This is an optimization exercise on Yosys and OpenROAD, whose aim is small area, not a production implementation. In this exercise RTL edits were held to simulation tests only and were not proved equivalent to the original. Power and IR drop assume default switching activity.

<file path="design/flow/memory.mem">
00101001
01101101
01111101
11111010
11010110
11100011
10110000
10100000
01110111
11010111
01011000
11101110
00101110
01000001
01011110
11010100
01101101
10101010
00110010
00011010
01111000
11101111
01010101
00110011
00101000
11110100
10100101
11010010
11101010
01000110
10100100
10000010
01000011
10001111
00001000
10111011
00010000
00100100
00010101
10001000
10110100
00110010
01101011
00010000
10100100
00111000
00110101
11000101
11000110
00010110
00010011
11110101
00111001
00101000
00101111
00101001
00001010
11111010
11110010
00111100
10001000
01101111
00101101
10011000
10011011
00111011
01110010
11111010
11001100
11000110
00110111
10101101
11101000
01011100
01100100
01111001
10010011
10011011
00000111
00101110
01001110
01011000
00000110
10000001
10011110
11101100
01011011
11001011
11111011
11011001
00010101
10111000
01110011
00101000
10111010
00100110
</file>
<file path="design/flow/run.sh">
#!/bin/bash
# synth_recipe.tcl (not shown) runs the flow's synth.tcl, then flattens the netlist and writes it again
# the make line also repeats each setting of config.mk as NAME=value (left out here)
make -C /OpenROAD-flow-scripts/flow DESIGN_CONFIG=/design/flow/config.mk WORK_HOME=/design/flow/orfs CLKGATE_MAP_FILE= SYNTH_SCRIPT=/design/flow/synth_recipe.tcl finish
</file>
<file path="design/flow/config.mk">
export PLATFORM = sky130hd
export DESIGN_NAME = top
export DESIGN_NICKNAME = top
export VERILOG_FILES = /design/flow/design.v
export SDC_FILE = /design/flow/constraint.sdc
export NUM_CORES = 4
export LEC_CHECK = 0
export CAP_MARGIN = 20
export CORE_MARGIN = 2
export CORE_UTILIZATION = 40
export SLEW_MARGIN = 20
</file>
<file path="design/flow/constraint.sdc">
create_clock -name core_clock -period 10.0 [get_ports {clk_12}]
set_input_delay 2.0000 -clock core_clock [delete_from_list [all_inputs] [get_ports {clk_12}]]
set_output_delay 2.0000 -clock core_clock [all_outputs]
set_load 0.01 [all_outputs]
</file>
<file path="design/flow/design.v">
`default_nettype none
module uart_down_counter(
        input clk,
        input rst,
        input effective,
        output ready
);
localparam bauds_per_clock = 104;
reg [$clog2(bauds_per_clock)-1:0] downcounter;
always @(posedge clk) begin
        if (rst) begin
                downcounter <= 0;
        end else if (effective) begin
                downcounter <= bauds_per_clock - 1;
        end else if (downcounter != 0) begin
                downcounter <= downcounter - 1;
        end
end
assign ready = (downcounter == 0);
endmodule
module uart_put(
        input clk,
        input rst,
        input [7:0] x,
        input effective,
        output uart,
        output ready
);
reg [3:0] state;
reg [7:0] chr;
assign ready = (state == 0);
wire [10:0] choice;
assign choice = {1'b1, chr, 2'b01};
wire counter_finish;
reg transit;
uart_down_counter counter(
        .clk(clk),
        .rst(rst),
        .effective(transit),
        .ready(counter_finish)
);
reg r_uart;
always @(posedge clk) begin
        if (rst) begin
                state <= 0;
                chr <= 0;
                transit <= 0;
                r_uart <= 1;
        end else if (effective & (state == 0)) begin
                state <= 1;
                chr <= x;
                transit <= 1;
                r_uart <= 1;
        end else if ((state != 0) & counter_finish & ~transit) begin
                if(state != 4'd11) begin
                        state <= state + 1;
                        transit <= 1;
                        r_uart <= choice[state];
                end else begin
                        state <= 0;
                        r_uart <= 1;
                end
        end else begin
                transit <= 0;
        end
end
assign uart = r_uart;
endmodule
module ffmul(
        input clk,
        input rst,
        input [63:0] x,
        input [63:0] y,
        input [63:0] pol,
        input effective,
        output [63:0] result,
        output ready
);
reg [63:0] rx;
reg [63:0] ry;
reg [63:0] rpol;
assign ready = (rx == 0);
reg [63:0] rresult;
assign result = rresult;
always @(posedge clk) begin
        if (rst) begin
                rx <= 0;
                ry <= 0;
                rpol <= 0;
                rresult <= 0;
        end else if (effective) begin
                rx <= x;
                ry <= y;
                rpol <= pol;
                rresult <= 0;
        end else if (rx != 0) begin
                if (rx[0]) begin
                        rresult <= rresult ^ ry;
                end
                rx <= rx[63:1];
                if (ry[63]) begin
                        ry <= {ry[62:0],1'b0} ^ rpol;
                end else begin
                        ry <= {ry[62:0],1'b0};
                end
        end
end
endmodule
module top(
        input uart,
        input clk_12,
        input rst,
        output uart2
);
reg [7:0] my_memory [0:95];
initial begin
        $readmemb("memory.mem", my_memory);
end
wire [63:0] target1;
wire [63:0] target2;
assign target1 = {my_memory[87],my_memory[86],my_memory[85],my_memory[84],my_memory[83],my_memory[82],my_memory[81],my_memory[80]};
assign target2 = {my_memory[95],my_memory[94],my_memory[93],my_memory[92],my_memory[91],my_memory[90],my_memory[89],my_memory[88]};
wire ready1;
wire [63:0] result1;
wire ready2;
wire [63:0] result2;
wire ready3;
wire [63:0] result3;
localparam bauds_per_clock = 104;
reg [31:0] state;
wire downcounter_start;
reg [$clog2(bauds_per_clock)-1:0] downcounter;
reg [3:0] bitn;
always @(posedge clk_12) begin
        if (rst) begin
                bitn <= 0;
                state <= 32'd0;
        end else begin
                case (state)
                        32'd0: begin
                                if (uart == 0) begin
                                        state <= 32'd1;
                                end
                        end
                        32'd1: begin
                                if (downcounter == 0) begin
                                        state <= 32'd2;
                                        bitn <= 7;
                                end
                        end
                        32'd2: begin
                                if (downcounter == 0) begin
                                        if (bitn == 0) begin
                                                state <= 32'd3;
                                        end else begin
                                                bitn <= bitn - 1;
                                        end
                                end
                        end
                        32'd3: begin
                                if (downcounter == 0) begin
                                        state <= 32'd0;
                                end
                        end
                endcase
        end
end
assign downcounter_start =      (state == 32'd0 && uart == 0) ? 1 : 
                                (state == 32'd1 && downcounter == 0) ? 1 :
                                (state == 32'd2 && downcounter == 0) ? 1 : 0;
always @(posedge clk_12) begin
        if (rst) begin
                downcounter <= 0;
        end else begin
                if (downcounter_start) begin
                        downcounter <= bauds_per_clock - 1;
                end else begin
                        if (downcounter != 0) begin
                                downcounter <= downcounter - 1;
                        end
                end
        end
end
wire sample_bit = (state == 32'd2 && downcounter == bauds_per_clock / 2);
reg [7:0] cur_byte;
always @(posedge clk_12) begin
        if (sample_bit) begin
                cur_byte[7-bitn] <= uart;
        end
end
wire byte_strobe = (state == 32'd3 && downcounter == bauds_per_clock / 2);
reg unlock_flag;
reg locked;
reg [3:0] char_counter;
reg [127:0] char_buf;
integer i;
always @(posedge clk_12) begin
        if (rst) begin
                char_counter <= 0;
                locked <= 0;
                char_buf <= 0;
        end else begin
                if (byte_strobe & ~locked) begin
                        if(char_counter == 4'd15) begin
                                locked <= 1;
                        end
                        char_counter <= char_counter + 1;
                        char_buf[char_counter*8 +: 8] <= cur_byte ^ 8'd42;
                end else if (locked & unlock_flag) begin
                        locked <= 0;
                end
        end
end
reg [3:0] stage;
always @(posedge clk_12) begin
        if (rst) begin
                stage <= 0;
        end else if (stage == 0) begin
                if (locked) begin
                        stage <= 1;
                end
        end else if (stage == 1) begin
                stage <= 2;
        end else if (stage == 2) begin
                if(ready1 & ready2)
                        stage <= 3;
        end else if (stage == 3) begin
                stage <= 4;
        end else if (stage == 4) begin
                if(ready1 & ready2 & ready3) begin
                        stage <= 5;
                end
        end else if (stage == 5) begin
                if((result1 == target1)
                &  (result2 == target2)) begin
                        stage <= 6;
                end else begin
                        stage <= 7;
                end
        end else if ((stage == 6)|(stage == 7)) begin
                stage <= 8;
        end else if (stage == 8) begin
                if(unlock_flag)
                        stage <= 0;
        end
end
reg [7:0] start_off;
reg [7:0] end_off;
reg sending;
reg [7:0] chr;
reg send_signal;
wire send_finish;
reg [63:0] enc_key;
reg enc_key_gen;
reg align_bound;
always @(posedge clk_12) begin
        if (rst) begin
                start_off <= 0;
                end_off <= 0;
                sending <= 0;
                chr <= 0;
                send_signal <= 0;
                unlock_flag <= 0;
                align_bound <= 0;
        end else if (~sending&((stage == 6)|(stage == 7))) begin
                sending <= 1;
                send_signal <= 0;
                if (stage == 6) begin
                        start_off <= 0;
                        end_off <= 8'h40;
                end else if (stage == 7) begin
                        start_off <= 8'h40;
                        end_off <= 8'h50;
                end
                align_bound <= 0;
        end else if (sending & send_finish) begin
                if (start_off == end_off) begin
                        send_signal <= 0;
                        sending <= 0;
                        unlock_flag <= 1;
                        start_off <= 0;
                        end_off <= 0;
                        chr <= 0;
                        align_bound <= 0;
                end else if (send_signal == 0) begin
                        send_signal <= 1;
                        chr <= enc_key[(start_off&7)*8 +: 8]^my_memory[start_off];
                        start_off <= start_off + 1;
                        if ((start_off&7) == 7) begin
                                align_bound <= 1;
                        end else begin
                                align_bound <= 0;
                        end
                end else begin
                        align_bound <= 0;
                end
        end else if (unlock_flag) begin
                unlock_flag <= 0;
        end else begin
                send_signal <= 0;
        end
end
reg last_ready3;
always @(posedge clk_12) begin
        if (rst) begin
                enc_key <= 0;
                enc_key_gen <= 0;
        end else if(stage == 1) begin
                enc_key_gen <= 1;
                enc_key <= char_buf[127:64]+char_buf[63:0];
        end else if(stage == 7) begin
                enc_key <= 64'hc456a1adda0b49cf;
        end else if(align_bound) begin
                enc_key_gen <= 1;
        end else begin
                enc_key_gen <= 0;
                if (ready3 & ~last_ready3) begin
                        enc_key <= result3;
                end
        end
        last_ready3 <= ready3;
end
ffmul ff1(
        .clk(clk_12),
        .rst(rst),
        .x((char_buf[63:0]&{64{stage==1}})|
                (result2&{64{stage==3}})),
        .y(64'h12345678deadc32f),
        .pol(64'h30410c084000aa3),
        .effective((stage==1)|(stage==3)),
        .result(result1),
        .ready(ready1)
);
ffmul ff2(
        .clk(clk_12),
        .rst(rst),
        .x((char_buf[127:64]&{64{stage==1}})|
                (result1&{64{stage==3}})),
        .y(64'h113355770044baef),
        .pol(64'h283),
        .effective((stage==1)|(stage==3)),
        .result(result2),
        .ready(ready2)
);
ffmul ff3(
        .clk(clk_12),
        .rst(rst),
        .x(enc_key),
        .y(64'hceba1234deaf2019),
        .pol(64'h80000000001005),
        .effective(enc_key_gen),
        .result(result3),
        .ready(ready3)
);
uart_put putter(
        .clk(clk_12),
        .rst(rst),
        .x(chr),
        .effective(send_signal),
        .uart(uart2),
        .ready(send_finish)
);
endmodule
</file>
==> results of run 1 <==
==> cells in the final DEF (no fill, tap or decap), drive strengths merged, types with 38 or more instances in the layout <==
master,count
nor2,866
dfxtp,845
mux2i,417
nand2,389
a21oi,265
xor2,221
a211oi,209
clkbuf,132
o21ai,99
ha,93
nor4,73
nor3,72
xnor2,65
inv,61
nand4,48
nand3,44
a21o,42
buf,38
==> worst reg2reg max path, cell delays in order (launching register included) <==
cell,delay (ps)
dfxtp_1,840
nor4_1,130
nand4_1,360
and4_1,620
a32o_1,450
nand2_1,280
inv_1,280
ha_1,490
nor2_1,150
o21ai_0,220
nand3_1,140
o311ai_0,140
o21ai_0,150
a21oi_1,190
==> registers in the layout, indices dropped and copies added (netlist names), 8 cells and up, named ones only <==
register	cells
ff1.rx	64
ff1.ry	64
char_buf	128
ff2.rresult	64
cur_byte	8
ff3.rx	64
chr	8
ff3.ry	64
putter.chr	8
ff3.rresult	64
start_off	8
ff2.ry	64
ff2.rx	64
ff1.rresult	64
enc_key	64
==> through the flow <==
step	hold WS, ps	total power (W)	setup WS [ps]
floorplan	432	0.00514	5760
global placement	437	0.00556	4620
detailed placement	445	0.00558	4670
CTS	453	0.00905	5340
global route	467	0.00937	4990
finish	455	0.00900	5280
==> final cells by class <==
type	count	area, sq um
diodes	1	2.50
clock inverters	33	450
well taps	1287	1610
flip-flops and latches	853	17200
multi-input cells	3296	21100
clock buffers	132	2640
inverters	55	206
repair buffers	40	342
fillers	9744	54900
==> worst max-delay path by stage <==
| stage | from | endpoint | slack, ps | depth (start not counted) |
|---|---|---|---|---|
| after floorplan | rst | flip-flop | 5760 | 13 |
| after global placement | rst | flip-flop | 4620 | 9 |
| after detailed placement | rst | flip-flop | 4670 | 9 |
| after CTS | rst | flip-flop | 5340 | 9 |
| after global routing | rst | flip-flop | 4990 | 10 |
| final | rst | flip-flop | 5280 | 9 |
==> cells by family after synthesis <==
group	Yosys count	synth area share, %
XOR/XNOR	286	6.31
flip-flops	853	43.2
multiplexers	444	11.8
adder cells (fa/ha/maj)	94	2.98
AND/OR/NAND/NOR	1631	17.9
AO/OA/AOI/OAI	841	14.1
buffers and inverters	383	3.77
==> power groups by stage <==
| stage | logic (W) | registers (W) | clock network (W) |
|---|---|---|---|
| after floorplan | 0.00126 | 0.00388 | 0 |
| after global placement | 0.00158 | 0.00398 | 0 |
| after detailed placement | 0.00160 | 0.00398 | 0 |
| after CTS | 0.00160 | 0.00391 | 0.00354 |
| after global routing | 0.00175 | 0.00394 | 0.00368 |
| final | 0.00160 | 0.00391 | 0.00349 |
==> per-layer routing <==
metal | vias up | GRT usage (%) | wire [um]
met5 | - | 0 | 0
li1 | 15500 | - | -
met2 | 793 | 34.8 | 52100
met1 | 15300 | 31.9 | 55300
met4 | 0 | 7.37 | 3660
met3 | 182 | 2.50 | 5720
==> flow_summary.rst, run 1 <==
.. list-table::
   :header-rows: 1

   * - Metric
     - Value
   * - Number of max-cap violations
     - 0
   * - Switching Fraction
     - between 30% and 40%
   * - Quantity of gates resized following cts
     - 0
   * - Clock share of power
     - between 30% and 40%
   * - Worst Min Path Start
     - putter.chr[4]$_SDFFE_PP0P_
   * - Synth Register Bits
     - about 850
   * - H-tree depth reported by CTS
     - 3
   * - Post-route insts no fill
     - ~5,700
   * - Maximum clock frequency
     - 0.212 GHz
   * - Fraction of the yosys area taken by sequential cells
     - 43.2%
   * - Portion of synthesized cell area occupied by the leading cell type
     - about 43%
   * - Total negative setup slack
     - 0 ps
   * - Root Driver
     - clkbuf_16
   * - DRT Pass-1 Iters
     - 6
   * - Drt drc
     - 0
   * - Detail-routed net length per standard cell
     - 20.5 um
   * - Detailed placer's ending HPWL
     - ~81,000 um
   * - ANT nets after route
     - 0
   * - Transition time at the pin with the least slew margin
     - between 1000 and 1500 ps
   * - Clock-pin slew of the registers on the worst-case setup and hold paths
     - 60 ps
   * - Number of max-slew violations in the final report
     - 0
   * - Number of buffers added by the clock tree synthesis step
     - between 90 and 100
   * - Combinational power share
     - roughly 18%
   * - Most numerous cell types in the synthesized netlist
     - nor2_1, dfxtp_1, mux2i_1
   * - Worst Path Arrival
     - between 5000 and 6000 ps
   * - Power density of the placed cells
     - just over 200 mW/mm^2
   * - Number of buffers inserted for hold repair after clock tree synthesis
     - 0
   * - Average vias per placed instance
     - approximately 5.6
   * - Number of distinct library cells after synthesis
     - 90
   * - Core Area
     - 0.0984 sq mm
   * - Largest clock skew in the final design
     - around 29 ps
   * - Placed Cells incl. Taps
     - roughly 5,500
   * - Worst r2r path cells
     - 13
   * - Setup slack of the worst register-to-register path
     - approximately 5500 ps
   * - Total overflow reported by the global router
     - 0
   * - Cell area after layout
     - ~0.044 sq mm
   * - Starting density of the core
     - just over 40%
   * - Sequential share of power
     - 43.4%
   * - Number of standard-cell rows in the floorplan
     - 115
   * - Critical Path Fanout Max
     - 129
   * - Startpoint type of the worst setup path
     - input pin
   * - Final wirelength
     - approximately 120,000 um
   * - Post-synthesis net count
     - ~4,600
   * - Class of the most critical hold timing path
     - reg2reg
   * - Number of I/O pins
     - 4
   * - Overall routing resource usage
     - roughly 22%
   * - DR vias
     - 31,800
   * - Top FF cell, synth
     - dfxtp_1
   * - Number of I/O port buffers
     - 3
   * - Hold Vio Cnt, Final
     - 0
   * - Number of standard cells after synthesis
     - around 4,500
   * - Last weighted congestion value of the routability-driven placer
     - about 0.9
   * - Clock Sink Count
     - 853
   * - Kind of cell with the highest combined delay on the critical path
     - buffers and inverters
   * - Proportion of layout cells with a drive suffix above 1
     - between 5 and 6%
   * - Launch point of the worst reg-to-reg path
     - start_off[2]$_SDFFE_PP0P_
   * - End of the worst hold path
     - putter.chr[4]$_SDFFE_PP0P_
   * - Worst Path Required
     - between 10,000 and 15,000 ps
   * - Leakage power figure
     - 15.6 nW
   * - Area of the die
     - 0.102 sq mm
   * - DIE WIDTH
     - about 320 um
   * - Worst Setup End Kind
     - flip-flop
   * - Final layout net count
     - 4,435
   * - Async S/R FF share, synth
     - 0%
   * - Critical Path, Cell by Cell
     - buf_8, nor3_1, o21ai_0, mux2_2, inv_2, nor2_2, o21ai_0, a311oi_1, a211oi_1
   * - Highest-delay cell along the critical path
     - mux2_2
   * - Final worst-path cycle share
     - between 40 and 50%
   * - Clock period minus final worst setup slack
     - 4720 ps
   * - Outcome
     - finished clean
   * - Most instantiated library cell after synthesis
     - nor2_1
   * - Cell-internal power
     - around 0.0063 W
   * - Endpoints failing setup
     - 0
   * - CP most frequent cell
     - o21ai_0
   * - Final core utilization
     - 44.2%
   * - Buffering stage count on the worst path with inverters included
     - 2
   * - Initial DRC count
     - approximately 2,700
   * - Crit-path max cell delay
     - ~600 ps
   * - Clock Tree Buf Depth
     - 3
   * - Top cells by area, synth
     - dfxtp_1, mux2i_1, nor2_1
   * - Area growth from synthesis to final layout
     - 9.66%
   * - Clock tree from TritonCTS
     - built
   * - Syn Area/Cell
     - approximately 8.8 sq um
   * - Unrepaired setup endpoints after global routing
     - false
   * - Worst Hold Path Cells
     - 2
   * - Switching power summed over all nets
     - about 0.0027 W
   * - Via count of the first global-routing pass
     - 29,300
   * - Max rail drop VDD
     - 0.000148 V
   * - Insertion delay to the later sink of the worst-skew pair
     - around 670 ps
   * - Largest net degree at the start of global routing
     - approximately 240
   * - Number of synthesized flops with an enable pin
     - 8
   * - Vertical extent of the die
     - around 320 um
   * - Post-Place Cell Area
     - 0.0404 sq mm
   * - Largest area contributor in the synthesized netlist
     - dfxtp_1
   * - Antenna violations before repair
     - 0
   * - Count of yosys warnings during synthesis
     - 4
   * - First-pass GRT wire length
     - roughly 180,000 um
   * - Type of the worst setup path
     - in2reg
   * - Syn Std Cell Area
     - 0.0397 sq mm
   * - Slew margin rel.
     - between 10% and 20%
   * - Number of setup buffers added after CTS
     - 0
==> inputs of run 2 (changes only) <==
==> design/flow/design.v (replaced) <==
`default_nettype none
module top(
        input uart,
        input clk_12,
        input rst,
        output uart2
);
localparam [127:0] RXCHARS = 128'h148425168ea60d941b5f0a9c8751cb73;
localparam [511:0] FLAG = 512'h7133355f337630315f5f5f34616563643534653539643830666237363864393463346165653662356665617b67616c660a7d5f63693930315f316169376e3375;
localparam [127:0] TRY = 128'h0a2e2e7a6c70206e6961676120797254;
reg [6:0] cnt;           
reg [3:0] bitn;
reg [5:0] idx;
reg ok;                  
reg tx;                  
wire tick = (cnt == 7'd0);
wire idle = ~tx & (bitn == 4'd1);
wire start = idle & ~uart;
wire wrap = tick & (bitn == 4'd0) & (idx[3:0] == 4'd0);
wire to_tx = ~tx & wrap;
wire done = tx & wrap & (ok ? (idx[5:4] == 2'b01) : (idx[5:4] == 2'b10));
wire [7:0] rxchr = RXCHARS[idx[3:0]*8 +: 8];
wire [7:0] txchr = ok ? FLAG[idx*8 +: 8] : TRY[idx[3:0]*8 +: 8];
always @(posedge clk_12) begin
        if (start)
                cnt <= 7'd51;
        else if (tick)
                cnt <= tx ? 7'd104 : 7'd103;
        else
                cnt <= cnt - 7'd1;
end
always @(posedge clk_12) begin
        if (rst | done) begin
                bitn <= 4'd1;
                idx <= 6'd0;
                ok <= 1'b1;
                tx <= 1'b0;
        end else begin
                if (start | (tx & tick & (bitn == 4'd0)))
                        bitn <= 4'd7;
                else if (tick & ~idle) begin
                        bitn <= bitn + 4'd1;
                        if (bitn == 4'd15)
                                idx <= idx + 6'd1;
                end
                if (to_tx)
                        tx <= 1'b1;
                if (~tx & tick & bitn[3] & (uart != rxchr[bitn[2:0]]))
                        ok <= 1'b0;
        end
end
assign uart2 = ~tx | (bitn[3] ? txchr[bitn[2:0]] : (bitn != 4'd7));
endmodule
removed: design/flow/memory.mem
==> flow_summary.rst, run 2 <==
.. list-table::
   :header-rows: 1

   * - Metric
     - Value
   * - Outcome
     - finished clean
   * - Clock Sink Count
     - 19
   * - Biggest regs
     - cnt x7, idx x6, bitn x4
   * - Peak-usage layer in the global routing report
     - met2
   * - Startpoint type of the worst setup path
     - flip-flop
   * - Detail-routed net length per standard cell
     - between 15 and 20 um
   * - Post-Place Cell Area
     - approximately 0.0021 sq mm
   * - Clock-pin slew of the registers on the worst-case setup and hold paths
     - approximately 70 ps
   * - Transition time at the pin with the least slew margin
     - roughly 680 ps
   * - Overall routing resource usage
     - a little under a fifth
   * - Post-synthesis net count
     - 301
   * - Unrepaired setup endpoints after global routing
     - false
   * - Final layout net count
     - 285
   * - Commonest non-fill, non-tap cell in the layout
     - nor2_1
   * - Number of max-cap violations
     - 0
   * - Via count of the first global-routing pass
     - approximately 1,900
   * - Worst Path Required
     - roughly 8000 ps
   * - Final worst-path cycle share
     - a little under three fifths
   * - ANT nets after route
     - 0
   * - Insertion delay to the later sink of the worst-skew pair
     - about 250 ps
   * - Hold Vio Cnt, Final
     - 0
   * - Fraction of the yosys area taken by sequential cells
     - about 18%
   * - Met1 Use GR
     - approximately a quarter
   * - Largest clock skew in the final design
     - around 2.6 ps
   * - M2 GR Usage
     - 29.7%
   * - Top register by number of flip-flops
     - cnt
   * - Largest net degree at the start of global routing
     - 58
   * - Leakage power figure
     - about 0.72 nW
   * - Final core utilization
     - a little over two fifths
   * - Power density of the placed cells
     - 87.5 mW/mm^2
   * - Class of the most critical hold timing path
     - reg2reg
   * - Antenna violations before repair
     - 0
   * - Average vias per placed instance
     - around 6
   * - Number of distinct library cells after synthesis
     - between 60 and 70
   * - Clock tree from TritonCTS
     - built
   * - Async S/R FF share, synth
     - 0%
   * - Highest-count cells in the layout ignoring fill and taps
     - nor2_1, nand2_1, o21ai_0, dfxtp_1, a21oi_1
   * - Maximum clock frequency
     - 0.179 GHz
   * - Number of I/O pins
     - 4
   * - Antenna diodes
     - 0
   * - Number of standard cells after synthesis
     - roughly 290
   * - Area of the die
     - approximately 0.0059 sq mm
   * - Clock Tree Buf Depth
     - 2
   * - Number of synthesized flops with an enable pin
     - 0
   * - Portion of synthesized cell area occupied by the leading cell type
     - approximately 18%
   * - Core Area
     - between 0.005 and 0.006 sq mm
   * - Cell area after layout
     - 0.00216 sq mm
   * - DIE WIDTH
     - a little under 80 um
   * - Root Driver
     - clkbuf_8
   * - Detailed placer's ending HPWL
     - roughly 3700 um
   * - Count of yosys warnings during synthesis
     - 1
   * - Top FF cell, synth
     - dfxtp_1
   * - Area growth from synthesis to final layout
     - 1.71%
   * - Vertical extent of the die
     - 76.9 um
   * - DRT Pass-1 Iters
     - 4
   * - Synth Register Bits
     - 19
   * - Initial DRC count
     - ~130
   * - Total negative setup slack
     - 0 ps
   * - First-pass GRT wire length
     - approximately 9100 um
   * - Number of buffers inserted for hold repair after clock tree synthesis
     - 0
   * - Critical Path Fanout Max
     - 18
   * - Worst Setup End Kind
     - primary output
   * - Number of buffers added by the clock tree synthesis step
     - 3
   * - Worst Path Arrival
     - between 3000 and 4000 ps
   * - Total overflow reported by the global router
     - 0
   * - DR vias
     - approximately 2,000
   * - Number of standard-cell rows in the floorplan
     - 26
   * - Met3 usage
     - roughly 3.5%
   * - WHS
     - 500 ps
   * - Minimum setup slack after placement
     - ~4700 ps
   * - Endpoints failing setup
     - 0
   * - Number of max-slew violations in the final report
     - 0
   * - Syn Area/Cell
     - approximately 7.5 sq um
   * - Final critical-path setup slack
     - 4400 ps
   * - Max rail drop VDD
     - about 0.000062 V
   * - Syn Std Cell Area
     - ~0.0021 sq mm
   * - H-tree depth reported by CTS
     - 1
   * - Type of the worst setup path
     - reg2out
   * - Proportion of layout cells with a drive suffix above 1
     - about 7.5%
   * - Clock period minus final worst setup slack
     - 5600 ps
   * - Quantity of gates resized following cts
     - 0
   * - Last weighted congestion value of the routability-driven placer
     - between 0.9 and 1
   * - Largest area contributor in the synthesized netlist
     - dfxtp_1
   * - Drt drc
     - 0
   * - Final wirelength
     - ~5400 um
   * - Most numerous cell types in the synthesized netlist
     - nor2_1, nand2_1, dfxtp_1, o21ai_0, a21oi_1
   * - Starting density of the core
     - 41.7%
   * - Slew margin rel.
     - a little over half
   * - Most instantiated library cell after synthesis
     - nor2_1
   * - Number of flip-flops in the largest register
     - 7
   * - Top cells by area, synth
     - dfxtp_1, ha_1, nor2_1
   * - Number of I/O port buffers
     - 3
   * - Number of setup buffers added after CTS
     - 0
## run 2: changes by cell type in the layout (fill, tap and decap cells not counted), sizes merged, moves of 69 or more
cell | before | now
nor2 | 866 | 28
dfxtp | 845 | 19
mux2i | 417 | 3
nand2 | 389 | 21
a21oi | 265 | 16
xor2 | 221 | 5
a211oi | 209 | 7
clkbuf | 132 | 4
ha | 93 | 13
o21ai | 99 | 19
nor4 | 73 | 4
## run 2: report_power, final
group	switching [W]	internal (W)
clock network	0.0000243	0.0000283
registers	0.0000127	0.0000858
logic	0.0000177	0.0000206
## run 2: logic make-up (layout without fill, tap and decap cells)
| group | count (synthesis) | count (layout) | share of synthesized area [%] |
|---|---|---|---|
| AOI/OAI and AO/OA | 80 | 80 | 25.2 |
| xor gates and xnor gates | 12 | 12 | 4.94 |
| adders and majority gates | 13 | 13 | 7.64 |
| buffers and inverters | 38 | 21 | 8.88 |
| DFF | 19 | 19 | 17.9 |
| muxes | 9 | 9 | 6.35 |
| and+or+nand+nor | 114 | 114 | 29.1 |
## run 2: worst max-delay path: stages, from the launching register on
cell and delay, ps:
dfxtp_1 730, inv_1 200, ha_1 480, nand2_1 140, o21ai_0 180, o211ai_1 110, a311o_1 390, a2111oi_0 450
o311ai_1 160, clkdlybuf4s50_1 500
## run 2: final timing paths
check	from	cells past startpoint	end	slack, ps
worst max-delay path	idx[1]$_SDFFE_PP0P_	9	uart2	4400
worst min-delay path	cnt[6]$_SDFF_PP0_	1	cnt[6]$_SDFF_PP0_	500
worst max register to register	idx[1]$_SDFFE_PP0P_	8	ok$_SDFFE_PP1P_	7030
worst min register to register	cnt[6]$_SDFF_PP0_	1	cnt[6]$_SDFF_PP0_	500
## run 2: cell type report
cell class              instances  area (sq um)
clock buffers                   4          45.0
flip-flops and latches         19           380
multi-input cells             228          1560
inverters                      12          47.5
repair buffers                  5          45.0
fillers                       533          2940
well taps                      70          87.6
## run 2: metrics by stage
stage | total power [W] | cells
floorplan | 0.000131 | 285
global placement | 0.000138 | 334
detailed placement | 0.000139 | 334
CTS | 0.000192 | 338
global route | 0.000202 | 338
finish | 0.000189 | 338
## run 2: layer usage
layer,part of all wire [%],wire length (um),vias up
met5,0,0,-
met2,47,2520,84
met1,44,2350,939
met4,2.1,113,0
met3,7.5,405,10
li1,-,-,1007
==> inputs of run 3 (changes only) <==
==> design/flow/flow/run.sh (new file) <==
#!/bin/bash
# Own layout flow: the standard layout, except that synthesis maps the logic with an
# area-oriented ABC script (flow/abc_area.script) and without the adder extraction step.
# Registers come out of the same Yosys passes as the standard synthesis, so they keep
# their names and cell types.
set -euo pipefail
W=$(pwd)
# ORFS's synth.tcl, with the ABC script replaced by ours
sed -e "/^source .*synth_preamble.tcl/a set abc_args [lreplace \$abc_args 1 1 {$W/flow/abc_area.script}]" \
  "$FLOW_HOME/scripts/synth.tcl" > "$W/my_synth_core.tcl"
grep -q lreplace "$W/my_synth_core.tcl"
# synth_recipe.tcl, sourcing that copy
sed -e "s#^source .*synth.tcl#source {$W/my_synth_core.tcl}#" "$W/synth_recipe.tcl" > "$W/my_synth.tcl"
grep -q my_synth_core "$W/my_synth.tcl"
# standard.sh, using that synthesis script and no adder map
sed -E "s#'?SYNTH_SCRIPT=[^ ']*'?#SYNTH_SCRIPT=$W/my_synth.tcl ADDER_MAP_FILE=#" "$W/standard.sh" > "$W/my_standard.sh"
grep -q my_synth.tcl "$W/my_standard.sh"
bash "$W/my_standard.sh" synth > "$W/synth.log" 2>&1
bash "$W/my_standard.sh" finish > "$W/layout.log" 2>&1
test -f "$W/out/final.def"
==> design/flow/flow/abc_area.script (new file) <==
strash
balance; rewrite; refactor; balance; rewrite; rewrite -z; balance; refactor -z; rewrite -z; balance
balance; rewrite; refactor; balance; rewrite; rewrite -z; balance; refactor -z; rewrite -z; balance
dch -f
map -a
topo
==> design/flow/standard.sh (new file) <==
#!/bin/bash
# synth_recipe.tcl (not shown) runs the flow's synth.tcl, then flattens the netlist and writes it again
# the make line also repeats each setting of config.mk as NAME=value (left out here)
make -C /OpenROAD-flow-scripts/flow DESIGN_CONFIG=/design/flow/config.mk WORK_HOME=/design/flow/orfs CLKGATE_MAP_FILE= SYNTH_SCRIPT=/design/flow/synth_recipe.tcl "${@:-finish}"
removed: design/flow/run.sh
==> flow_summary.rst, run 3 <==
.. list-table::
   :header-rows: 1

   * - Metric
     - Value
   * - Outcome
     - finished clean
   * - Endpoints failing setup
     - 0
   * - DRT Pass-1 Iters
     - 5
   * - Top cells by area, synth
     - dfxtp_1, nor2_1, clkinv_1
   * - Number of buffers inserted for hold repair after clock tree synthesis
     - 0
   * - Average vias per placed instance
     - just over 6
   * - H-tree depth reported by CTS
     - 1
   * - Clock period minus final worst setup slack
     - between 5000 and 6000 ps
   * - Number of standard-cell rows in the floorplan
     - 22
   * - Fraction of the yosys area taken by sequential cells
     - 24.7%
   * - ANT nets after route
     - 0
   * - Leakage power figure
     - between 0.5 and 0.6 nW
   * - Detailed placer's ending HPWL
     - around 4000 um
   * - Clock Sink Count
     - 19
   * - Top register by number of flip-flops
     - cnt
   * - Startpoint type of the worst setup path
     - flip-flop
   * - Via count of the first global-routing pass
     - approximately 1,800
   * - Final worst-path cycle share
     - 59.8%
   * - Top FF cell, synth
     - dfxtp_1
   * - Syn Std Cell Area
     - about 0.0015 sq mm
   * - Slew margin rel.
     - ~56%
   * - Final layout net count
     - 269
   * - Starting density of the core
     - 41.8%
   * - Worst Path Required
     - 8000 ps
   * - Commonest non-fill, non-tap cell in the layout
     - nor2_1
   * - Largest clock skew in the final design
     - about 4.2 ps
   * - Area of the die
     - between 0.004 and 0.005 sq mm
   * - Antenna violations before repair
     - 0
   * - Detail-routed net length per standard cell
     - ~16 um
   * - Maximum clock frequency
     - roughly 0.17 GHz
   * - Vertical extent of the die
     - about 66 um
   * - Area growth from synthesis to final layout
     - 8.77%
   * - Total negative setup slack
     - 0 ps
   * - Largest area contributor in the synthesized netlist
     - dfxtp_1
   * - Number of max-cap violations
     - 0
   * - Portion of synthesized cell area occupied by the leading cell type
     - approximately a quarter
   * - Number of max-slew violations in the final report
     - 0
   * - Number of I/O pins
     - 4
   * - DR vias
     - between 1,500 and 2,000
   * - Insertion delay to the later sink of the worst-skew pair
     - around 250 ps
   * - Worst Setup End Kind
     - primary output
   * - Last weighted congestion value of the routability-driven placer
     - a little over 1
   * - Syn Area/Cell
     - around 6 sq um
   * - Highest-count cells in the layout ignoring fill and taps
     - nor2_1, clkinv_1, a21oi_1
   * - Count of yosys warnings during synthesis
     - 1
   * - Most instantiated library cell after synthesis
     - nor2_1
   * - Placed Cells incl. Taps
     - between 300 and 400
   * - Critical Path Fanout Max
     - 21
   * - Hold Vio Cnt, Final
     - 0
   * - Overall routing resource usage
     - 25.5%
   * - Class of the most critical hold timing path
     - reg2reg
   * - Root Driver
     - clkbuf_8
   * - Number of buffers added by the clock tree synthesis step
     - 3
   * - Type of the worst setup path
     - reg2out
   * - Number of synthesized flops with an enable pin
     - 0
   * - Initial DRC count
     - 278
   * - Core Area
     - 0.00369 sq mm
   * - Antenna diodes
     - 0
   * - Clock-pin slew of the registers on the worst-case setup and hold paths
     - about 70 ps
   * - DIE WIDTH
     - around 66 um
   * - Synth Register Bits
     - 19
   * - Largest net degree at the start of global routing
     - 22
   * - Clock tree from TritonCTS
     - built
   * - Transition time at the pin with the least slew margin
     - ~660 ps
   * - Total overflow reported by the global router
     - 0
   * - Post-route insts no fill
     - around 310
   * - Number of setup buffers added after CTS
     - 0
   * - Number of flip-flops in the largest register
     - 7
   * - Unrepaired setup endpoints after global routing
     - false
   * - Pwr Total
     - ~0.00016 W
   * - Post-synthesis net count
     - around 260
   * - Drt drc
     - 0
   * - Async S/R FF share, synth
     - 0%
   * - Max rail drop VDD
     - 0.000116 V
   * - Number of standard cells after synthesis
     - about 260
   * - Proportion of layout cells with a drive suffix above 1
     - 1.89%
   * - Clock Tree Buf Depth
     - 2
   * - First-pass GRT wire length
     - around 8600 um
   * - Number of distinct library cells after synthesis
     - 27
   * - Power density of the placed cells
     - 97.4 mW/mm^2
   * - Final wirelength
     - 5120 um
   * - Biggest regs
     - cnt x7, idx x6, bitn x4
   * - Most numerous cell types in the synthesized netlist
     - nor2_1, clkinv_1, a21oi_1
   * - Worst Path Arrival
     - between 3000 and 4000 ps
   * - Number of I/O port buffers
     - 3
   * - Quantity of gates resized following cts
     - 0
-- run 3: cells by family (layout without fill, tap and decap cells) --
logic type	Yosys count	in the layout	synth area share [%]
buffers and inverters	41	48	9.98
flip-flops	19	19	24.7
AND/OR/NAND/NOR	103	103	27.0
AO/OA/AOI/OAI	93	93	37.2
XOR/XNOR	2	2	1.14
-- run 3: path summary, 6_finish.rpt --
check | start | to | slack, ps | cells past startpoint
setup / recovery | idx[3]$_SDFFE_PP0P_ | uart2 | 4020 | 10
hold / removal | cnt[6]$_SDFF_PP0_ | cnt[6]$_SDFF_PP0_ | 470 | 2
setup reg to reg | cnt[1]$_SDFF_PP1_ | idx[5]$_SDFFE_PP0P_ | 6730 | 17
hold reg to reg | cnt[6]$_SDFF_PP0_ | cnt[6]$_SDFF_PP0_ | 470 | 2
-- run 3: critical path: stages, from the launching register on --
cell             delay [ps]
dfxtp_1                 730
clkinv_1                660
nor2_1                  500
o22ai_1                 220
a21oi_1                 240
o21ai_0                 100
a21oi_1                 190
o21ai_0                  90
a221o_2                 360
o211ai_1                 80
clkdlybuf4s50_1         560
-- run 3: power breakdown --
group / switching (W) / internal [W]
sequential: 0.00000642 / 0.0000843
clock: 0.0000233 / 0.0000282
combinational: 0.0000117 / 0.00000948
-- run 3: layout make-up --
type	instances	area, sq um
inverter	41	154
timing repair buffer	3	30.0
fill	422	2010
sequential	19	380
clock buffer	4	45.0
multi-input combinational	198	1010
tap	48	60.1
-- run 3: per-layer routing --
layer	share of wire, %	track usage [%]	routed length (um)	vias to the layer above
met5	0	0	0	-
met1	41	31.2	2080	846
met3	6.9	4.09	355	26
li1	-	-	-	935
met2	48	43.0	2430	91
met4	4.8	12.8	248	0
-- run 3: per-stage QoR --
step / hold WS, ps / util (%) / cell area (sq um) / setup slack, ps
4_1_cts: 470 / 45.5 / 1680 / 4210
3_3_place_gp: 458 / 44.2 / 1630 / 4380
2_1_floorplan: 441 / - / 1540 / 5700
3_5_place_dp: 460 / 44.2 / 1630 / 4480
6_report: 466 / 45.5 / 1680 / 4020
5_1_grt: 480 / 45.5 / 1680 / 3790
==> inputs of run 4 (changes only) <==
--- a/design/flow/design.v
+++ b/design/flow/design.v
@@ -10,3 +10,5 @@
 localparam [127:0] TRY = 128'h0a2e2e7a6c70206e6961676120797254;
-reg [6:0] cnt;           
+localparam [6:0] CNT_START = 7'd37;    
+localparam [6:0] CNT_BIT = 7'd107;      
+reg [6:0] cnt;
 reg [3:0] bitn;
@@ -17,3 +19,2 @@
 wire idle = ~tx & (bitn == 4'd1);
-wire start = idle & ~uart;
 wire wrap = tick & (bitn == 4'd0) & (idx[3:0] == 4'd0);
@@ -23,9 +24,10 @@
 wire [7:0] txchr = ok ? FLAG[idx*8 +: 8] : TRY[idx[3:0]*8 +: 8];
+wire tab = tx ? txchr[bitn[2:0]] : rxchr[bitn[2:0]];    
 always @(posedge clk_12) begin
-        if (start)
-                cnt <= 7'd51;
+        if (idle)
+                cnt <= CNT_START;
         else if (tick)
-                cnt <= tx ? 7'd104 : 7'd103;
+                cnt <= CNT_BIT;
         else
-                cnt <= cnt - 7'd1;
+                cnt <= {cnt[5:0], ~(cnt[6] ^ cnt[5])};
 end
@@ -38,5 +40,5 @@
         end else begin
-                if (start | (tx & tick & (bitn == 4'd0)))
+                if ((idle & ~uart) | (tx & tick & (bitn == 4'd0)))
                         bitn <= 4'd7;
-                else if (tick & ~idle) begin
+                else if (tick) begin     
                         bitn <= bitn + 4'd1;
@@ -47,3 +49,3 @@
                         tx <= 1'b1;
-                if (~tx & tick & bitn[3] & (uart != rxchr[bitn[2:0]]))
+                if (~tx & tick & bitn[3] & (uart != tab))
                         ok <= 1'b0;
@@ -51,3 +53,3 @@
 end
-assign uart2 = ~tx | (bitn[3] ? txchr[bitn[2:0]] : (bitn != 4'd7));
+assign uart2 = ~tx | (bitn[3] ? tab : (bitn != 4'd7));
 endmodule
==> design/flow/flow/run.sh (replaced) <==
#!/bin/bash
# Own layout flow: the standard layout (standard.sh), except that
#  - synthesis maps the logic with an area-oriented ABC script (flow/abc_area.script) and
#    without the adder extraction step; registers come out of the same Yosys passes as
#    the standard synthesis, so they keep their names and cell types;
#  - the port buffers are the smallest buffer, sky130_fd_sc_hd__buf_1;
#  - clock tree synthesis uses sky130_fd_sc_hd__clkbuf_4 and adds no dummy loads.
# Each step's full output goes to a log file here (synth.log, layout.log) and ORFS's own
# logs under orfs/logs.
set -euo pipefail
W=$(pwd)
# ORFS's synth.tcl, with the ABC script replaced by ours
sed -e "/^source .*synth_preamble.tcl/a set abc_args [lreplace \$abc_args 1 1 {$W/flow/abc_area.script}]" \
  "$FLOW_HOME/scripts/synth.tcl" > "$W/my_synth_core.tcl"
grep -q lreplace "$W/my_synth_core.tcl"
# synth_recipe.tcl, sourcing that copy
sed -e "s#^source .*synth.tcl#source {$W/my_synth_core.tcl}#" "$W/synth_recipe.tcl" > "$W/my_synth.tcl"
grep -q my_synth_core "$W/my_synth.tcl"
# standard.sh with that synthesis script, no adder map and buf_1 port buffers
sed -E "s#'?SYNTH_SCRIPT=[^ ']*'?#SYNTH_SCRIPT=$W/my_synth.tcl ADDER_MAP_FILE= \"BUFFER_PORTS_ARGS=-buffer_cell sky130_fd_sc_hd__buf_1\" \"CTS_ARGS=-sink_clustering_enable -repair_clock_nets -buf_list sky130_fd_sc_hd__clkbuf_4 -dont_use_dummy_load\"#" \
  "$W/standard.sh" > "$W/my_standard.sh"
grep -q my_synth.tcl "$W/my_standard.sh"
bash "$W/my_standard.sh" synth > "$W/synth.log" 2>&1
bash "$W/my_standard.sh" finish > "$W/layout.log" 2>&1
test -f "$W/out/final.def"
==> design/flow/flow/abc_area.script (replaced) <==
strash
&get -n
&deepsyn -S 5 -J 1000
&put
dch -f
amap
topo
--- a/design/flow/config.mk
+++ b/design/flow/config.mk
@@ -10,2 +10,3 @@
 export CORE_UTILIZATION = 40
+export GPL_TIMING_DRIVEN = 0
 export SLEW_MARGIN = 20
==> flow_summary.rst, run 4 <==
.. list-table::
   :header-rows: 1

   * - Metric
     - Value
   * - Clock-pin slew of the registers on the worst-case setup and hold paths
     - roughly 100 ps
   * - Leakage power figure
     - roughly 0.48 nW
   * - Unrepaired setup endpoints after global routing
     - false
   * - Max rail drop VDD
     - 0.0000925 V
   * - Total negative setup slack
     - 0 ps
   * - Type of the worst setup path
     - reg2out
   * - Number of buffers added by the clock tree synthesis step
     - 3
   * - Drt drc
     - 0
   * - Fill count
     - roughly 350
   * - DR vias
     - 1,634
   * - Insertion delay to the later sink of the worst-skew pair
     - approximately 290 ps
   * - Area growth from synthesis to final layout
     - 6.73%
   * - Portion of synthesized cell area occupied by the leading cell type
     - 28.0%
   * - Number of flip-flops in the largest register
     - 7
   * - Detail-routed net length per standard cell
     - between 15 and 20 um
   * - Core Area
     - between 0.003 and 0.004 sq mm
   * - Number of distinct library cells after synthesis
     - 27
   * - DRT Pass-1 Iters
     - 6
   * - Area of the die
     - ~0.0039 sq mm
   * - Number of standard-cell rows in the floorplan
     - 21
   * - Top register by number of flip-flops
     - cnt
   * - Starting density of the core
     - 41.3%
   * - DIE WIDTH
     - between 60 and 70 um
   * - Sequential share of power
     - around three fifths
   * - Number of I/O pins
     - 4
   * - Critical Path, Cell by Cell
     - clkinv_1, nor2_1, clkinv_1, nor3_1, a31oi_1, o21ai_0, clkinv_1, a31oi_1, o221ai_1, a31oi_1, a31oi_1, nor3_1, nor2_1, nor2_1, nor2b_1, or4_1, buf_1
   * - Synth Register Bits
     - 19
   * - Fraction of the yosys area taken by sequential cells
     - between 20 and 30%
   * - First-pass GRT wire length
     - 6880 um
   * - Power density of the placed cells
     - 100 mW/mm^2
   * - Clock Sink Count
     - 19
   * - Initial DRC count
     - 240
   * - Hold Vio Cnt, Final
     - 0
   * - Top FF cell, synth
     - dfxtp_1
   * - Largest area contributor in the synthesized netlist
     - dfxtp_1
   * - Worst Path Arrival
     - 4700 ps
   * - Post-synthesis net count
     - 217
   * - Final wirelength
     - 4090 um
   * - Cell-internal power
     - roughly 0.00011 W
   * - Number of max-slew violations in the final report
     - 0
   * - Cell area after layout
     - 0.00145 sq mm
   * - Biggest regs
     - cnt x7, idx x6, bitn x4
   * - Clock tree from TritonCTS
     - built
   * - Outcome
     - finished clean
   * - Setup slack of the worst register-to-register path
     - 5440 ps
   * - Clock share of power
     - between 20% and 30%
   * - Number of max-cap violations
     - 0
   * - Post-Place Cell Area
     - about 0.0014 sq mm
   * - Count of yosys warnings during synthesis
     - 1
   * - Number of standard cells after synthesis
     - about 210
   * - Class of the most critical hold timing path
     - reg2reg
   * - Largest net degree at the start of global routing
     - 15
   * - Antenna violations before repair
     - 0
   * - Antenna diodes
     - 0
   * - Maximum clock frequency
     - between 0.1 and 0.15 GHz
   * - Final layout net count
     - between 200 and 250
   * - Most numerous cell types in the synthesized netlist
     - nor2_1, clkinv_1, dfxtp_1, nor3_1, nand2_1
   * - Highest-delay cell along the critical path
     - dfxtp_1
   * - Commonest non-fill, non-tap cell in the layout
     - nor2_1
   * - Syn Std Cell Area
     - 0.00136 sq mm
   * - Root Driver
     - clkbuf_4
   * - Vertical extent of the die
     - between 60 and 70 um
   * - Critical Path Fanout Max
     - 10
   * - Quantity of gates resized following cts
     - 0
   * - ANT nets after route
     - 0
   * - Number of I/O port buffers
     - 3
   * - Largest clock skew in the final design
     - approximately 0.54 ps
   * - Detailed placer's ending HPWL
     - around 3100 um
   * - Switching Fraction
     - a little over a quarter
   * - Proportion of layout cells with a drive suffix above 1
     - around 1.4%
   * - Crit-path max cell delay
     - between 500 and 600 ps
   * - Switching power summed over all nets
     - about 0.000039 W
   * - Combinational power share
     - 13.9%
   * - Worst Setup End Kind
     - primary output
   * - Via count of the first global-routing pass
     - 1,558
   * - Async S/R FF share, synth
     - 0%
   * - Worst Path Required
     - about 8000 ps
   * - Most instantiated library cell after synthesis
     - nor2_1
   * - H-tree depth reported by CTS
     - 1
   * - Overall routing resource usage
     - 21.8%
   * - Number of synthesized flops with an enable pin
     - 0
   * - Top cells by area, synth
     - dfxtp_1, nor2_1, nor3_1
   * - Clock Tree Buf Depth
     - 2
   * - Syn Area/Cell
     - 6.34 sq um
   * - Total overflow reported by the global router
     - 0
   * - Number of setup buffers added after CTS
     - 0
   * - Number of buffers inserted for hold repair after clock tree synthesis
     - 0
   * - Startpoint type of the worst setup path
     - flip-flop
   * - CP most frequent cell
     - a31oi_1
   * - Transition time at the pin with the least slew margin
     - around 530 ps
   * - Highest-count cells in the layout ignoring fill and taps
     - nor2_1, clkinv_1, nor3_1, dfxtp_1, nand2_1
   * - Slew margin rel.
     - about 65%
   * - Endpoints failing setup
     - 0
   * - Clock period minus final worst setup slack
     - roughly 6700 ps
   * - Final worst-path cycle share
     - about two thirds
   * - Average vias per placed instance
     - roughly 6
   * - Last weighted congestion value of the routability-driven placer
     - between 0.9 and 1
   * - WHS
     - roughly 470 ps
-- run 4: power groups by stage --
| stage | sequential [W] | clock [W] | combinational [W] |
|---|---|---|---|
| 3_3_place_gp | 0.0000905 | 0 | 0.0000198 |
| 5_1_grt | 0.0000900 | 0.0000406 | 0.0000240 |
| 3_5_place_dp | 0.0000905 | 0 | 0.0000201 |
| 6_report | 0.0000889 | 0.0000360 | 0.0000202 |
| 2_1_floorplan | 0.0000892 | 0 | 0.0000158 |
| 4_1_cts | 0.0000889 | 0.0000376 | 0.0000202 |
-- run 4: kinds of logic (layout without fill, tap and decap cells) --
kind of cell | Yosys count | in the layout | synth area share, %
buf+inv | 25 | 31 | 6.91
compound gates | 61 | 61 | 30.7
simple gates | 109 | 109 | 34.4
flops | 19 | 19 | 28.0
-- run 4: stage by stage --
stage | utilization [%] | cells | setup WS (ps) | total power, W
global route | 44.1 | 266 | 2810 | 0.000155
CTS | 44.1 | 266 | 3430 | 0.000147
global placement | 43.4 | 263 | 3690 | 0.000110
detailed placement | 43.4 | 263 | 3780 | 0.000111
floorplan | - | 214 | 4700 | 0.000105
finish | 44.1 | 266 | 3300 | 0.000145
-- run 4: path summary, 6_finish.rpt --
path | from | end | cells after the start
worst max-delay path | tx$_SDFFE_PP0P_ | uart2 | 17
worst min-delay path | cnt[1]$_SDFF_PP0_ | cnt[2]$_SDFF_PP1_ | 1
worst max register to register | tx$_SDFFE_PP0P_ | ok$_SDFFE_PP1P_ | 19
worst min register to register | cnt[1]$_SDFF_PP0_ | cnt[2]$_SDFF_PP1_ | 1
-- run 4: per-layer routing --
metal	global-route usage [%]	part of all wire [%]	vias up
met5	0	0	-
met3	1.81	8.4	13
met4	14.4	3.1	0
met1	28.5	43	721
li1	-	-	796
met2	34.4	45	104
-- run 4: layout make-up --
class,instances,area [sq um],area share (%)
multi-input cells,170,883,61.0
flip-flops and latches,19,380,26.3
inverters,25,93.8,6.48
well taps,46,57.6,3.97
clock buffers,3,22.5,1.55
repair buffers,3,11.3,0.777
-- run 4: worst max-delay path: cells and delay by family (launching register included) --
family | cells | cell delay, ps
buf+inv | 4 | 840
compound gates | 6 | 1330
simple gates | 7 | 1690
flops | 1 | 550
==> inputs of run 5 (changes only) <==
--- a/design/flow/flow/run.sh
+++ b/design/flow/flow/run.sh
@@ -6,3 +6,3 @@
 #  - the port buffers are the smallest buffer, sky130_fd_sc_hd__buf_1;
-#  - clock tree synthesis uses sky130_fd_sc_hd__clkbuf_4 and adds no dummy loads.
+#  - clock tree synthesis uses sky130_fd_sc_hd__clkbuf_8 and adds no dummy loads.
 # Each step's full output goes to a log file here (synth.log, layout.log) and ORFS's own
@@ -19,3 +19,3 @@
 # standard.sh with that synthesis script, no adder map and buf_1 port buffers
-sed -E "s#'?SYNTH_SCRIPT=[^ ']*'?#SYNTH_SCRIPT=$W/my_synth.tcl ADDER_MAP_FILE= \"BUFFER_PORTS_ARGS=-buffer_cell sky130_fd_sc_hd__buf_1\" \"CTS_ARGS=-sink_clustering_enable -repair_clock_nets -buf_list sky130_fd_sc_hd__clkbuf_4 -dont_use_dummy_load\"#" \
+sed -E "s#'?SYNTH_SCRIPT=[^ ']*'?#SYNTH_SCRIPT=$W/my_synth.tcl ADDER_MAP_FILE= \"BUFFER_PORTS_ARGS=-buffer_cell sky130_fd_sc_hd__buf_1\" \"CTS_ARGS=-sink_clustering_enable -repair_clock_nets -buf_list sky130_fd_sc_hd__clkbuf_8 -dont_use_dummy_load\"#" \
   "$W/standard.sh" > "$W/my_standard.sh"
==> flow_summary.rst, run 5 <==
.. list-table::
   :header-rows: 1

   * - Metric
     - Value
   * - Overall routing resource usage
     - 21.9%
   * - Antenna diodes
     - 0
   * - Worst Path Required
     - roughly 8000 ps
   * - First-pass GRT wire length
     - a little under 7000 um
   * - Number of I/O port buffers
     - 3
   * - Final layout net count
     - between 200 and 250
   * - Top register by number of flip-flops
     - cnt
   * - Number of distinct library cells after synthesis
     - 27
   * - Number of standard-cell rows in the floorplan
     - 21
   * - Hold Vio Cnt, Final
     - 0
   * - Top cells by area, synth
     - dfxtp_1, nor2_1, nor3_1
   * - Commonest non-fill, non-tap cell in the layout
     - nor2_1
   * - Detail-routed net length per standard cell
     - around 15 um
   * - Setup slack of the worst register-to-register path
     - ~5500 ps
   * - Biggest regs
     - cnt x7, idx x6, bitn x4
   * - ANT nets after route
     - 0
   * - Endpoints failing setup
     - 0
   * - Starting density of the core
     - between 40 and 50%
   * - Clock-pin slew of the registers on the worst-case setup and hold paths
     - ~70 ps
   * - Maximum clock frequency
     - ~0.15 GHz
   * - DR vias
     - between 1,500 and 2,000
   * - Startpoint type of the worst setup path
     - flip-flop
   * - DIE WIDTH
     - between 60 and 70 um
   * - Count of yosys warnings during synthesis
     - 1
   * - Cell area after layout
     - around 0.0015 sq mm
   * - Largest net degree at the start of global routing
     - 15
   * - Proportion of layout cells with a drive suffix above 1
     - between 1 and 1.5%
   * - Minimum setup slack after placement
     - roughly 3800 ps
   * - Max rail drop VDD
     - roughly 0.0001 V
   * - Antenna violations before repair
     - 0
   * - Highest-count cells in the layout ignoring fill and taps
     - nor2_1, clkinv_1, nor3_1, dfxtp_1, nand2_1
   * - Capture point of the worst path
     - uart2
   * - Root Driver
     - clkbuf_8
   * - Initial DRC count
     - 220
   * - Number of buffers inserted for hold repair after clock tree synthesis
     - 0
   * - Final worst-path cycle share
     - roughly two thirds
   * - Clock Tree Buf Depth
     - 2
   * - Class of the most critical hold timing path
     - reg2reg
   * - Via count of the first global-routing pass
     - about 1,600
   * - Number of buffers added by the clock tree synthesis step
     - 3
   * - DRT Pass-1 Iters
     - 5
   * - Synth Register Bits
     - 19
   * - Leakage power figure
     - 0.487 nW
   * - Most numerous cell types in the synthesized netlist
     - nor2_1, clkinv_1, dfxtp_1, nor3_1, nand2_1
   * - Met1 Use GR
     - between 20% and 30%
   * - Last weighted congestion value of the routability-driven placer
     - 0.988
   * - Total negative setup slack
     - 0 ps
   * - Transition time at the pin with the least slew margin
     - 513 ps
   * - Syn Std Cell Area
     - 0.00136 sq mm
   * - Type of the worst setup path
     - reg2out
   * - Async S/R FF share, synth
     - 0%
   * - Number of setup buffers added after CTS
     - 0
   * - Syn Area/Cell
     - between 6 and 7 sq um
   * - Number of flip-flops in the largest register
     - 7
   * - Worst r2r path cells
     - 19
   * - Area of the die
     - 0.00388 sq mm
   * - Clock period minus final worst setup slack
     - approximately 6600 ps
   * - Vertical extent of the die
     - 62.3 um
   * - Largest area contributor in the synthesized netlist
     - dfxtp_1
   * - Drt drc
     - 0
   * - Area taken by flip-flops and latches
     - between 300 and 400 sq um
   * - Launch point of the worst reg-to-reg path
     - tx$_SDFFE_PP0P_
   * - Most instantiated library cell after synthesis
     - nor2_1
   * - Total overflow reported by the global router
     - 0
   * - Fill count
     - 344
   * - H-tree depth reported by CTS
     - 1
   * - M2 GR Usage
     - roughly 34%
   * - Area growth from synthesis to final layout
     - 8.11%
   * - Worst Setup SP
     - tx$_SDFFE_PP0P_
   * - Slew margin rel.
     - approximately two thirds
   * - Reg-to-Reg End
     - ok$_SDFFE_PP1P_
   * - Clock Sink Count
     - 19
   * - Worst Path Arrival
     - 4640 ps
   * - Portion of synthesized cell area occupied by the leading cell type
     - between 20% and 30%
   * - Number of I/O pins
     - 4
   * - Number of synthesized flops with an enable pin
     - 0
   * - Final critical-path setup slack
     - between 3000 and 4000 ps
   * - Post-Place Cell Area
     - ~0.0014 sq mm
   * - Top FF cell, synth
     - dfxtp_1
   * - Number of max-slew violations in the final report
     - 0
   * - Largest clock skew in the final design
     - approximately 3 ps
   * - Worst Setup End Kind
     - primary output
   * - Met3 usage
     - ~2.4%
   * - Quantity of gates resized following cts
     - 0
   * - Core Area
     - approximately 0.0033 sq mm
   * - Power density of the placed cells
     - about 110 mW/mm^2
   * - Clock tree from TritonCTS
     - built
   * - Final wirelength
     - 4090 um
   * - Number of standard cells after synthesis
     - approximately 210
   * - Number of max-cap violations
     - 0
   * - Average vias per placed instance
     - between 6 and 7
   * - Unrepaired setup endpoints after global routing
     - false
   * - Critical Path Fanout Max
     - 10
   * - Multi-input gate area in the final layout
     - just under 900 sq um
   * - Peak-usage layer in the global routing report
     - met2
   * - Detailed placer's ending HPWL
     - ~3100 um
   * - Post-synthesis net count
     - approximately 220
   * - Fraction of the yosys area taken by sequential cells
     - between 20 and 30%
   * - Outcome
     - finished clean
   * - Insertion delay to the later sink of the worst-skew pair
     - about 260 ps
## run 5: cell counts after synthesis
Identical to the previous run, type by type.
## run 5: layer usage
metal  routed length (um)  share of wire [%]
met1                 1820                 45
met4                  170                4.2
met5                    0                  0
met2                 1800                 44
met3                  298                7.3
## run 5: critical path, stage by stage, from the launching register on
cell and delay, ps:
dfxtp_1 540, clkinv_1 280, nor2_1 370, clkinv_1 310, nor3_1 490, a31oi_1 240
o21ai_0 330, clkinv_1 100, a31oi_1 180, o221ai_1 160, a31oi_1 290, a31oi_1 140
nor3_1 200, nor2_1 70, nor2_1 90, nor2b_1 70, or4_1 400, buf_1 140
## run 5: logic make-up after synthesis
| family | share of synthesized area [%] |
|---|---|
| AND/OR/NAND/NOR | 34.4 |
| AO/OA/AOI/OAI | 30.7 |
| buffers and inverters | 6.91 |
| flip-flops | 28.0 |
## run 5: how the worst min path moves through the flow
stage / from / to / slack (ps) / cells past startpoint
finish: cnt[1]$_SDFF_PP0_ / cnt[2]$_SDFF_PP1_ / 460 / 1
global route: cnt[3]$_SDFF_PP0_ / cnt[4]$_SDFF_PP0_ / 470 / 1
CTS: cnt[1]$_SDFF_PP0_ / cnt[2]$_SDFF_PP1_ / 460 / 1
detailed placement: cnt[1]$_SDFF_PP0_ / cnt[2]$_SDFF_PP1_ / 440 / 1
global placement: cnt[4]$_SDFF_PP0_ / cnt[5]$_SDFF_PP1_ / 440 / 1
floorplan: cnt[4]$_SDFF_PP0_ / cnt[5]$_SDFF_PP1_ / 420 / 1
## run 5: power by group
part           switching, W  internal, W  total (W)
clock             0.0000236    0.0000268  0.0000504
sequential       0.00000525    0.0000837  0.0000890
combinational     0.0000120   0.00000819  0.0000202
## run 5: final cells by class
class	instances	area share, %
clock buffer	3	2.81
multi-input combinational	170	60.2
sequential	19	25.9
timing repair buffer	3	0.767
inverter	25	6.39
tap	46	3.92
## run 5: through the flow
stage / power [W] / std cells / hold slack, ps / util, %
detailed placement: 0.000111 / 263 / 442 / 43.4
global placement: 0.000110 / 263 / 440 / 43.4
floorplan: 0.000105 / 214 / 417 / -
global route: 0.000169 / 266 / 473 / 44.7
finish: 0.000160 / 266 / 460 / 44.7
CTS: 0.000161 / 266 / 461 / 44.7
==> inputs of run 6 (changes only) <==
==> design/flow/flow/run.sh (replaced) <==
#!/bin/bash
# Own layout flow: the standard layout (standard.sh), except that
#  - synthesis maps the logic with an area-oriented ABC script and without the adder
#    extraction step. The script restructures the logic with ABC's &deepsyn, whose result
#    depends on its random seed: the flow tries seeds 1..8 on the logic Yosys hands to ABC
#    and synthesises with the one whose mapping is smallest. Registers come out of the
#    same Yosys passes as the standard synthesis, so they keep their names and cell types;
#  - the port buffers are the smallest buffer, sky130_fd_sc_hd__buf_1;
#  - clock tree synthesis uses sky130_fd_sc_hd__clkbuf_4 and adds no dummy loads.
# Each step's full output goes to a log file here (synth_probe.log, seed_N.log, synth.log,
# layout.log) and ORFS's own logs under orfs/logs.
set -euo pipefail
W=$(pwd)
LIB="$FLOW_HOME/platforms/sky130hd/lib/sky130_fd_sc_hd__tt_025C_1v80.lib"
DONT=$(grep -oE 'sky130_fd_sc_hd__(probe|lpflow)[a-z0-9_]+' "$FLOW_HOME/platforms/sky130hd/config.mk" | sort -u | sed 's/^/-X /' | tr '\n' ' ')
MAP="dch -f; amap; topo"
YABC="$FLOW_HOME/../tools/install/yosys/bin/yosys-abc"
[ -x "$YABC" ] || YABC=$(command -v yosys-abc)

# synthesis with ABC script $1: ORFS's synth.tcl with the ABC script replaced, sourced by
# a copy of synth_recipe.tcl, run by a copy of standard.sh without the adder map
synth_with() {
  sed -e "/^source .*synth_preamble.tcl/a set abc_args [lreplace \$abc_args 1 1 {$1}]" \
    "$FLOW_HOME/scripts/synth.tcl" > "$W/my_synth_core.tcl"
  grep -q lreplace "$W/my_synth_core.tcl"
  sed -e "s#^source .*synth.tcl#source {$W/my_synth_core.tcl}#" "$W/synth_recipe.tcl" > "$W/my_synth.tcl"
  grep -q my_synth_core "$W/my_synth.tcl"
  sed -E "s#'?SYNTH_SCRIPT=[^ ']*'?#SYNTH_SCRIPT=$W/my_synth.tcl ADDER_MAP_FILE= \"BUFFER_PORTS_ARGS=-buffer_cell sky130_fd_sc_hd__buf_1\" \"CTS_ARGS=-sink_clustering_enable -repair_clock_nets -buf_list sky130_fd_sc_hd__clkbuf_4 -dont_use_dummy_load\"#" \
    "$W/standard.sh" > "$W/my_standard.sh"
  grep -q my_synth.tcl "$W/my_standard.sh"
}

# 1. a first synthesis that saves the logic ABC is given
printf 'write_blif %s\nstrash\n%s\n' "$W/abc_in.blif" "$MAP" > "$W/abc_probe.script"
synth_with "$W/abc_probe.script"
bash "$W/my_standard.sh" synth > "$W/synth_probe.log" 2>&1
test -s "$W/abc_in.blif"

# 2. &deepsyn with seeds 1..8, NUM_CORES at a time; keep the smallest mapping
seed_area() {
  "$YABC" -c "read_lib -w $DONT $LIB; read $W/abc_in.blif; strash; &get -n; &deepsyn -S $1 -J 1000; &put; $MAP; print_stats" \
    > "$W/seed_$1.log" 2>&1 || true
}
N=${NUM_CORES:-4}
for S in 1 2 3 4 5 6 7 8; do
  seed_area $S &
  while [ "$(jobs -rp | wc -l)" -ge "$N" ]; do sleep 2; done
done
wait
BEST=1; BESTA=1e30
for S in 1 2 3 4 5 6 7 8; do
  A=$(grep -oE 'area *= *[0-9.]+' "$W/seed_$S.log" | tail -1 | grep -oE '[0-9.]+$' || true)
  echo "seed $S area ${A:-none}" >> "$W/seeds.txt"
  if [ -n "$A" ] && awk "BEGIN{exit !($A < $BESTA)}"; then BEST=$S; BESTA=$A; fi
done
echo "best seed $BEST area $BESTA" >> "$W/seeds.txt"

# 3. the synthesis for the layout, with the best seed, then the rest of the layout
printf 'strash\n&get -n\n&deepsyn -S %s -J 1000\n&put\n%s\n' "$BEST" "$MAP" > "$W/abc_area.script"
synth_with "$W/abc_area.script"
bash "$W/my_standard.sh" clean_synth > "$W/clean_synth.log" 2>&1
bash "$W/my_standard.sh" synth > "$W/synth.log" 2>&1
bash "$W/my_standard.sh" finish > "$W/layout.log" 2>&1
test -f "$W/out/final.def"
removed: design/flow/flow/abc_area.script
==> flow_summary.rst, run 6 <==
.. list-table::
   :header-rows: 1

   * - Metric
     - Value
   * - Fill count
     - ~350
   * - Outcome
     - finished clean
   * - Worst Path Required
     - about 8000 ps
   * - Final wirelength
     - just over 4000 um
   * - Largest net degree at the start of global routing
     - 15
   * - Number of synthesized flops with an enable pin
     - 0
   * - Portion of synthesized cell area occupied by the leading cell type
     - between 20% and 30%
   * - Number of I/O port buffers
     - 3
   * - Startpoint type of the worst setup path
     - flip-flop
   * - Antenna violations before repair
     - 0
   * - Biggest regs
     - cnt x7, idx x6, bitn x4
   * - Detailed placer's ending HPWL
     - between 3000 and 4000 um
   * - ANT nets after route
     - 0
   * - Antenna diodes
     - 0
   * - Last weighted congestion value of the routability-driven placer
     - 0.988
   * - Clock tree from TritonCTS
     - built
   * - Clock Sink Count
     - 19
   * - Area growth from synthesis to final layout
     - 6.73%
   * - Drt drc
     - 0
   * - Max rail drop VDD
     - approximately 0.000093 V
   * - Leakage power figure
     - ~0.48 nW
   * - Number of max-slew violations in the final report
     - 0
   * - Number of standard cells after synthesis
     - approximately 210
   * - Syn Area/Cell
     - about 6.3 sq um
   * - Quantity of gates resized following cts
     - 0
   * - Pwr Total
     - roughly 0.00015 W
   * - Number of max-cap violations
     - 0
   * - Starting density of the core
     - roughly 41%
   * - Total negative setup slack
     - 0 ps
   * - Worst Hold Path Cells
     - 1
   * - Area of the die
     - 0.00388 sq mm
   * - Type of the worst setup path
     - reg2out
   * - Largest area contributor in the synthesized netlist
     - dfxtp_1
   * - DIE WIDTH
     - around 62 um
   * - First-pass GRT wire length
     - between 6000 and 7000 um
   * - Number of flip-flops in the largest register
     - 7
   * - Worst Path Arrival
     - roughly 4700 ps
   * - Synth Register Bits
     - 19
   * - Detail-routed net length per standard cell
     - 15.4 um
   * - Clock Tree Buf Depth
     - 2
   * - Clock-pin slew of the registers on the worst-case setup and hold paths
     - around 100 ps
   * - Root Driver
     - clkbuf_4
   * - Average vias per placed instance
     - around 6.1
   * - Transition time at the pin with the least slew margin
     - ~530 ps
   * - Unrepaired setup endpoints after global routing
     - false
   * - Count of yosys warnings during synthesis
     - 1
   * - Critical Path Fanout Max
     - 10
   * - Commonest non-fill, non-tap cell in the layout
     - nor2_1
   * - Post-synthesis net count
     - 217
[run 6: routing by layer]
metal  wire, um  up-vias  global-route usage [%]  part of all wire (%)
li1           -      796                       -                     -
met1       1770      721                    28.5                    43
met2       1850      104                    34.4                    45
met3        343       13                    1.81                   8.4
met4        128        0                    14.4                   3.1
met5          0        -                       0                     0
[run 6: cell families (layout without fill, tap and decap cells)]
| group | Yosys count | after routing | share of synthesized area (%) |
|---|---|---|---|
| compound gates | 61 | 61 | 30.7 |
| buf+inv | 25 | 31 | 6.91 |
| flops | 19 | 19 | 28.0 |
| simple gates | 109 | 109 | 34.4 |
[run 6: critical path, stage by stage (launching register included)]
cell      delay [ps]
dfxtp_1          550
clkinv_1         280
nor2_1           360
clkinv_1         320
nor3_1           500
a31oi_1          240
o21ai_0          320
clkinv_1         100
a31oi_1          180
o221ai_1         160
a31oi_1          290
a31oi_1          140
nor3_1           200
nor2_1            70
nor2_1            90
nor2b_1           70
or4_1            400
buf_1            140
[run 6: final cells by class]
class	count	area [sq um]	area share [%]
Sequential cell	19	380	26.3
Timing Repair Buffer	3	11.3	0.777
Clock buffer	3	22.5	1.55
Tap cell	46	57.6	3.97
Multi-Input combinational cell	170	883	61.0
Inverter	25	93.8	6.48
[run 6: worst paths after layout]
path              slack [ps]              start                 to
hold reg to reg          470  cnt[1]$_SDFF_PP0_  cnt[2]$_SDFF_PP1_
setup reg to reg        5440    tx$_SDFFE_PP0P_    ok$_SDFFE_PP1P_
setup / recovery        3300    tx$_SDFFE_PP0P_              uart2
hold / removal           470  cnt[1]$_SDFF_PP0_  cnt[2]$_SDFF_PP1_
[run 6: report_power, final]
part	internal, W	total, W	switching, W
clock network	0.0000140	0.0000360	0.0000220
registers	0.0000837	0.0000889	0.00000526
logic	0.00000819	0.0000202	0.0000121
[run 6: stage by stage]
stage | hold slack (ps) | setup slack, ps | instances | instance area [sq um]
finish | 468 | 3300 | 266 | 1450
global route | 478 | 2810 | 266 | 1450
CTS | 469 | 3430 | 266 | 1450
detailed placement | 442 | 3780 | 263 | 1430
global placement | 440 | 3690 | 263 | 1430
floorplan | 417 | 4700 | 214 | 1360

-- static timing again, ports no longer ideal --
How much do the figures lean on ideal ports? The routed layouts below were timed once more, with nothing changed but the port constraints.
Step 1, drivers: a clkbuf_16 drives clk_12 and a buf_2 each remaining input, both assumed.
Step 2, shift: input delay + t, output delay - t, t = (earliest + latest rising clock arrival at the registers) / 2. This alone moves slack from input paths to output paths.
a / b / c = no drivers / after step 1 / after step 2; a / b = the first two.
run | shift t [ns] | setup slack, ns
run 1 | 0.723 | 5.279 / 5.296 / 4.573
run 2 | 0.277 | 4.398 / 4.373 / 4.649
run 3 | 0.271 | 4.025 / 4.001 / 4.272
run 4 | 0.315 | 3.304 / 3.283 / 3.598
run 5 | 0.278 | 3.363 / 3.339 / 3.617
run 6 | 0.315 | 3.304 / 3.283 / 3.598
After both steps setup and hold are still met in every run listed.
